Source: an optimization exercise on an open RTL-to-GDS flow (aim: small area, a short achievable clock period and few clock cycles). Production flows keep margins and buffers that such runs may drop.
At most, simulation tests tie the RTL to the original design; equivalence was not proved.

fjord:
Design fir_single_chan, start of the top module:
module fir_single_chan (
  input clk,
  input rst,
  output logic [15:0] data_addr_rd_o,
  output logic [15:0] data_addr_wr_o,
  input  logic [15:0] data_din_i,
  output logic [15:0] data_dout_o,
  output logic        data_we_o,
  output logic        done_intr
);
Settings: LEC_CHECK=0, CAP_MARGIN=20, CORE_MARGIN=2, CORE_UTILIZATION=40, CTS_BUF_LIST=sky130_fd_sc_hd__clkbuf_16, CTS_CLUSTER_DIAMETER=100, CTS_CLUSTER_SIZE=22, PLACE_DENSITY=0.6, SETUP_SLACK_MARGIN=3.2, SLEW_MARGIN=20; clock period 5.5 ns.
standard.sh (not shown) runs the stock make flow with config.mk's settings and CLKGATE_MAP_FILE= SYNTH_SCRIPT=/design/flow/synth_recipe.tcl, a recipe that flattens the netlist after the stock synthesis.
==> flow/flow/run.sh <==
#!/bin/bash
# Own layout flow: the standard ORFS flow (standard.sh, standard synthesis), with the
# ports buffered by plain buffers instead of the delay cells buffer_ports picks by default,
# and sizing not held to the cells' footprints. Each tool's output goes to a log here.
set -uo pipefail
bash standard.sh \
  'BUFFER_PORTS_ARGS=-buffer_cell sky130_fd_sc_hd__buf_4' \
  MATCH_CELL_FOOTPRINT=0 \
  finish > flow_make.log 2>&1
status=$?
cp -r orfs/logs flow_logs 2>/dev/null || true
exit $status
Testbench counts of fjord, summed over its fixed seeds: cycles 262,200.
For ember, these inputs were changed with respect to fjord:
--- a/flow/design.v
+++ b/flow/design.v
@@ -4,20 +4,19 @@
   output logic [15:0] data_addr_rd_o,
   output logic [15:0] data_addr_wr_o,
   input  logic [15:0] data_din_i,
   output logic [15:0] data_dout_o,
   output logic        data_we_o,
   output logic        done_intr
 );
-logic [15:0] x0, x1;
+logic [15:0] x1;
 logic [16:0] s0, s1;
 always_ff @(posedge clk) begin
-  x0 <= data_din_i;
-  x1 <= x0;
-  s0 <= {x0[15], x0} + {x1[15], x1};
+  x1 <= data_din_i;
+  s0 <= {data_din_i[15], data_din_i} + {x1[15], x1};
   s1 <= s0;
 end
 logic [17:0] p;
 logic [18:0] v[0:4];
 always_ff @(posedge clk) begin
   p <= {s0[16], s0} + {s1[16], s1};
   v[0] <= {{2{s0[16]}}, s0} + {p[17], p};
@@ -362,15 +361,15 @@
 end
 logic [23:0] sum_a, sum_b, sum;
 assign sum_a = {cs_r202, cs_r200, cs_r198, cs_r196, cs_r194, cs_r192, cs_r190, cs_r188, cs_r186, cs_r184, cs_r182, cs_r180, cs_r178, cs_r176, cs_r174, cs_r172, cs_r170, cs_r168, cs_r166, cs_r164, cs_r162, cs_r160, cs_r158, cs_r157};
 assign sum_b = {cs_r203, cs_r201, cs_r199, cs_r197, cs_r195, cs_r193, cs_r191, cs_r189, cs_r187, cs_r185, cs_r183, cs_r181, cs_r179, cs_r177, cs_r175, cs_r173, cs_r171, cs_r169, cs_r167, cs_r165, cs_r163, cs_r161, cs_r159, 1'b1};
 assign sum = sum_a + sum_b;
 always_ff @(posedge clk) data_dout_o <= sum[23:8];
 logic start;
-assign start = (data_addr_rd_o == 16'd14);
+assign start = (data_addr_rd_o == 16'd13);
 always_ff @(posedge clk) begin
   if (rst) begin
     data_addr_rd_o <= 16'd1;
     data_addr_wr_o <= 16'hffff;
     data_we_o <= 1'b0;
     done_intr <= 1'b0;
   end else begin
## What came out
Number of global-route vias before repair (higher): ember
ember ended up with a lower fraction of area in registers than fjord did.
Area after synthesis, ember and fjord, lower one = ember.
ember gives less count of clock-net buffers in the final layout than fjord did.
| area of the die | ember vs fjord | better |
Compared with fjord, die outline width in ember decreased slightly.
Fmax: ember below fjord
~same worst hold slack in ember and fjord
ember vs fjord — post-route cell area dropped 0.59%.
Vias: ember above fjord
Share of the core filled with cells in the final layout sits higher in ember than in fjord.
ember does worse than fjord on sum of routed wire length over all layers.
Function not checked in ember: the RTL went through the layout flow alone.

* * *

Another version of the RTL of fir_single_chan (not shown whole).
Size: ~1,500 cells after synthesis, ~290 flip-flops, ~68 I/O pins, ~0.016 mm² of cells after synthesis.
==> module fir_single_chan, before the edit <==
module fir_single_chan (
  input clk,
  input rst,
  output logic [15:0] data_addr_rd_o,
  output logic [15:0] data_addr_wr_o,
  input  logic [15:0] data_din_i,
  output logic [15:0] data_dout_o,
  output logic        data_we_o,
  output logic        done_intr
);
logic [15:0] w[0:7];
always_ff @(posedge clk) begin
  w[0] <= data_din_i;
  for (int i = 1; i < 8; i++) w[i] <= w[i-1];
end
logic [16:0] pa, pb, pc, pd;
always_ff @(posedge clk) begin
  pa <= {w[0][15], w[0]} + {w[7][15], w[7]};
  pb <= {w[1][15], w[1]} + {w[6][15], w[6]};
  pc <= {w[2][15], w[2]} + {w[5][15], w[5]};
  pd <= {w[3][15], w[3]} + {w[4][15], w[4]};
end
logic [23:0] ea, eb, ec, ed, sum;
assign ea = {{7{pa[16]}}, pa};
assign eb = {{7{pb[16]}}, pb};
assign ec = {{7{pc[16]}}, pc};
assign ed = {{7{pd[16]}}, pd};
logic [23:0] p, q;
always_ff @(posedge clk) begin
  p <= (ea << 3) - ea + (eb << 4) + (eb << 3);
  q <= (ec << 5) + (ec << 3) + (ec << 1) + ec + (ed << 6) - (ed << 3) - ed;
end
assign sum = p + q;
always_ff @(posedge clk) data_dout_o <= sum[23:8];
logic start;
assign start = (data_addr_rd_o == 16'd12);
always_ff @(posedge clk) begin
  if (rst) begin
    data_addr_rd_o <= 16'd1;
    data_addr_wr_o <= 16'hffff;
    data_we_o <= 1'b0;
    done_intr <= 1'b0;
  end else begin
    data_addr_rd_o <= data_addr_rd_o + 16'd1;
    if (done_intr) begin
      data_we_o <= 1'b0;
    end else if (data_we_o | start) begin
      data_we_o <= 1'b1;
      data_addr_wr_o <= data_addr_wr_o + 16'd1;
      if (data_addr_wr_o == 16'hfffe) done_intr <= 1'b1;
    end
  end
end
endmodule
Settings: LEC_CHECK=0, ABC_CLOCK_PERIOD_IN_PS=2000, CAP_MARGIN=20, CORE_MARGIN=2, CORE_UTILIZATION=40, PLACE_DENSITY=0.6, SETUP_SLACK_MARGIN=3.0, SLEW_MARGIN=20; clock period 5.5 ns.
run.sh (not shown) runs the stock make flow with config.mk's settings and CLKGATE_MAP_FILE= SYNTH_SCRIPT=/design/flow/synth_recipe.tcl, a recipe that flattens the netlist after the stock synthesis.
Stock flow here: none of the scripts above is used.
Next try:
==> flow/design.v (replaced) <==
module fir_single_chan (
  input clk,
  input rst,
  output logic [15:0] data_addr_rd_o,
  output logic [15:0] data_addr_wr_o,
  input  logic [15:0] data_din_i,
  output logic [15:0] data_dout_o,
  output logic        data_we_o,
  output logic        done_intr
);
logic [23:0] xs;
assign xs = {{8{data_din_i[15]}}, data_din_i};
logic [17:0] m3;
logic [18:0] m5, m7;
always_ff @(posedge clk) begin
  m3 <= 18'(xs + (xs << 1));
  m5 <= 19'(xs + (xs << 2));
  m7 <= 19'((xs << 3) - xs);
end
logic [23:0] e3, e5, e7, t7, t24, t43, t55;
assign e3 = {{6{m3[17]}}, m3};
assign e5 = {{5{m5[18]}}, m5};
assign e7 = {{5{m7[18]}}, m7};
assign t7  = e7;
assign t24 = e3 << 3;
assign t43 = (e5 << 3) + e3;
assign t55 = (e3 << 4) + e7;
logic [18:0] q7;
logic [20:0] q6;
logic [22:0] q5;
logic [23:0] q4, q3, q2, q1;
always_ff @(posedge clk) begin
  q7 <= m7;
  q6 <= 21'({{5{q7[18]}}, q7} + t24);
  q5 <= 23'({{3{q6[20]}}, q6} + t43);
  q4 <= {q5[22], q5} + t55;
  q3 <= q4 + t55;
  q2 <= q3 + t43;
  q1 <= q2 + t24;
end
logic [23:0] sum;
assign sum = q1 + t7;
always_ff @(posedge clk) data_dout_o <= sum[23:8];
logic start;
assign start = (data_addr_rd_o == 16'd10);
always_ff @(posedge clk) begin
  if (rst) begin
    data_addr_rd_o <= 16'd1;
    data_addr_wr_o <= 16'hffff;
    data_we_o <= 1'b0;
    done_intr <= 1'b0;
  end else begin
    data_addr_rd_o <= data_addr_rd_o + 16'd1;
    if (done_intr) begin
      data_we_o <= 1'b0;
    end else if (data_we_o | start) begin
      data_we_o <= 1'b1;
      data_addr_wr_o <= data_addr_wr_o + 16'd1;
      if (data_addr_wr_o == 16'hfffe) done_intr <= 1'b1;
    end
  end
end
endmodule
Effect: The changed run finished with timing, DRC and antenna clean; routed wire length increases by 40%; cell count climbs by 18%; via count rises by about 32%; design area goes up by 19%; first-iteration DRC count came out higher by 70%; worst hold slack is worse by 0.026 ns; die area is higher by about 5%; sequential cell count came out lower by 32; clock skew grows by 0.0054 ns; non-clock buffer count increases by 129; global-route usage increases by 4.8 points; setup slack improves by 0.45 ns.
No functional check of the RTL was part of any run of this note.

-- what the ideal ports hide --
In the flow no input, the clock included, has a driving cell. The finished layouts below were timed again as built, in two steps.
Step 1 (the two cells are an assumption about what drives the block):
set clk [get_ports {clk}]
set_driving_cell -lib_cell sky130_fd_sc_hd__clkbuf_16 $clk
set_driving_cell -lib_cell sky130_fd_sc_hd__buf_2 [delete_from_list [all_inputs] $clk]
Step 2, shift: input delay + t, output delay - t, t = (earliest + latest rising clock arrival at the registers) / 2. This alone moves slack from input paths to output paths.
Three values: no drivers, after step 1, after step 2; two values: the first two.
| run | shift t [ns] | setup slack, ns | slew at the worst register clock pin (ns) | pins driven straight from the clock port |
|---|---|---|---|---|
| fjord | 0.550 | 3.225 / 3.175 / 3.238 | 0.09 / 0.09 | 1 |
| ember | 0.544 | 3.042 / 3.042 / 2.537 | 0.09 / 0.09 | 1 |
| the first run of note 2 | 0.564 | 1.201 / 1.201 / 1.201 | 0.06 / 0.06 | 1 |
| the second run of note 2 | 0.591 | 1.648 / 1.648 / 1.648 | 0.06 / 0.06 | 1 |
After both steps every run listed still meets setup and hold. The setup slack of ember, which loses most, moves by 0.000 ns with the drivers and by -0.505 ns with both steps.
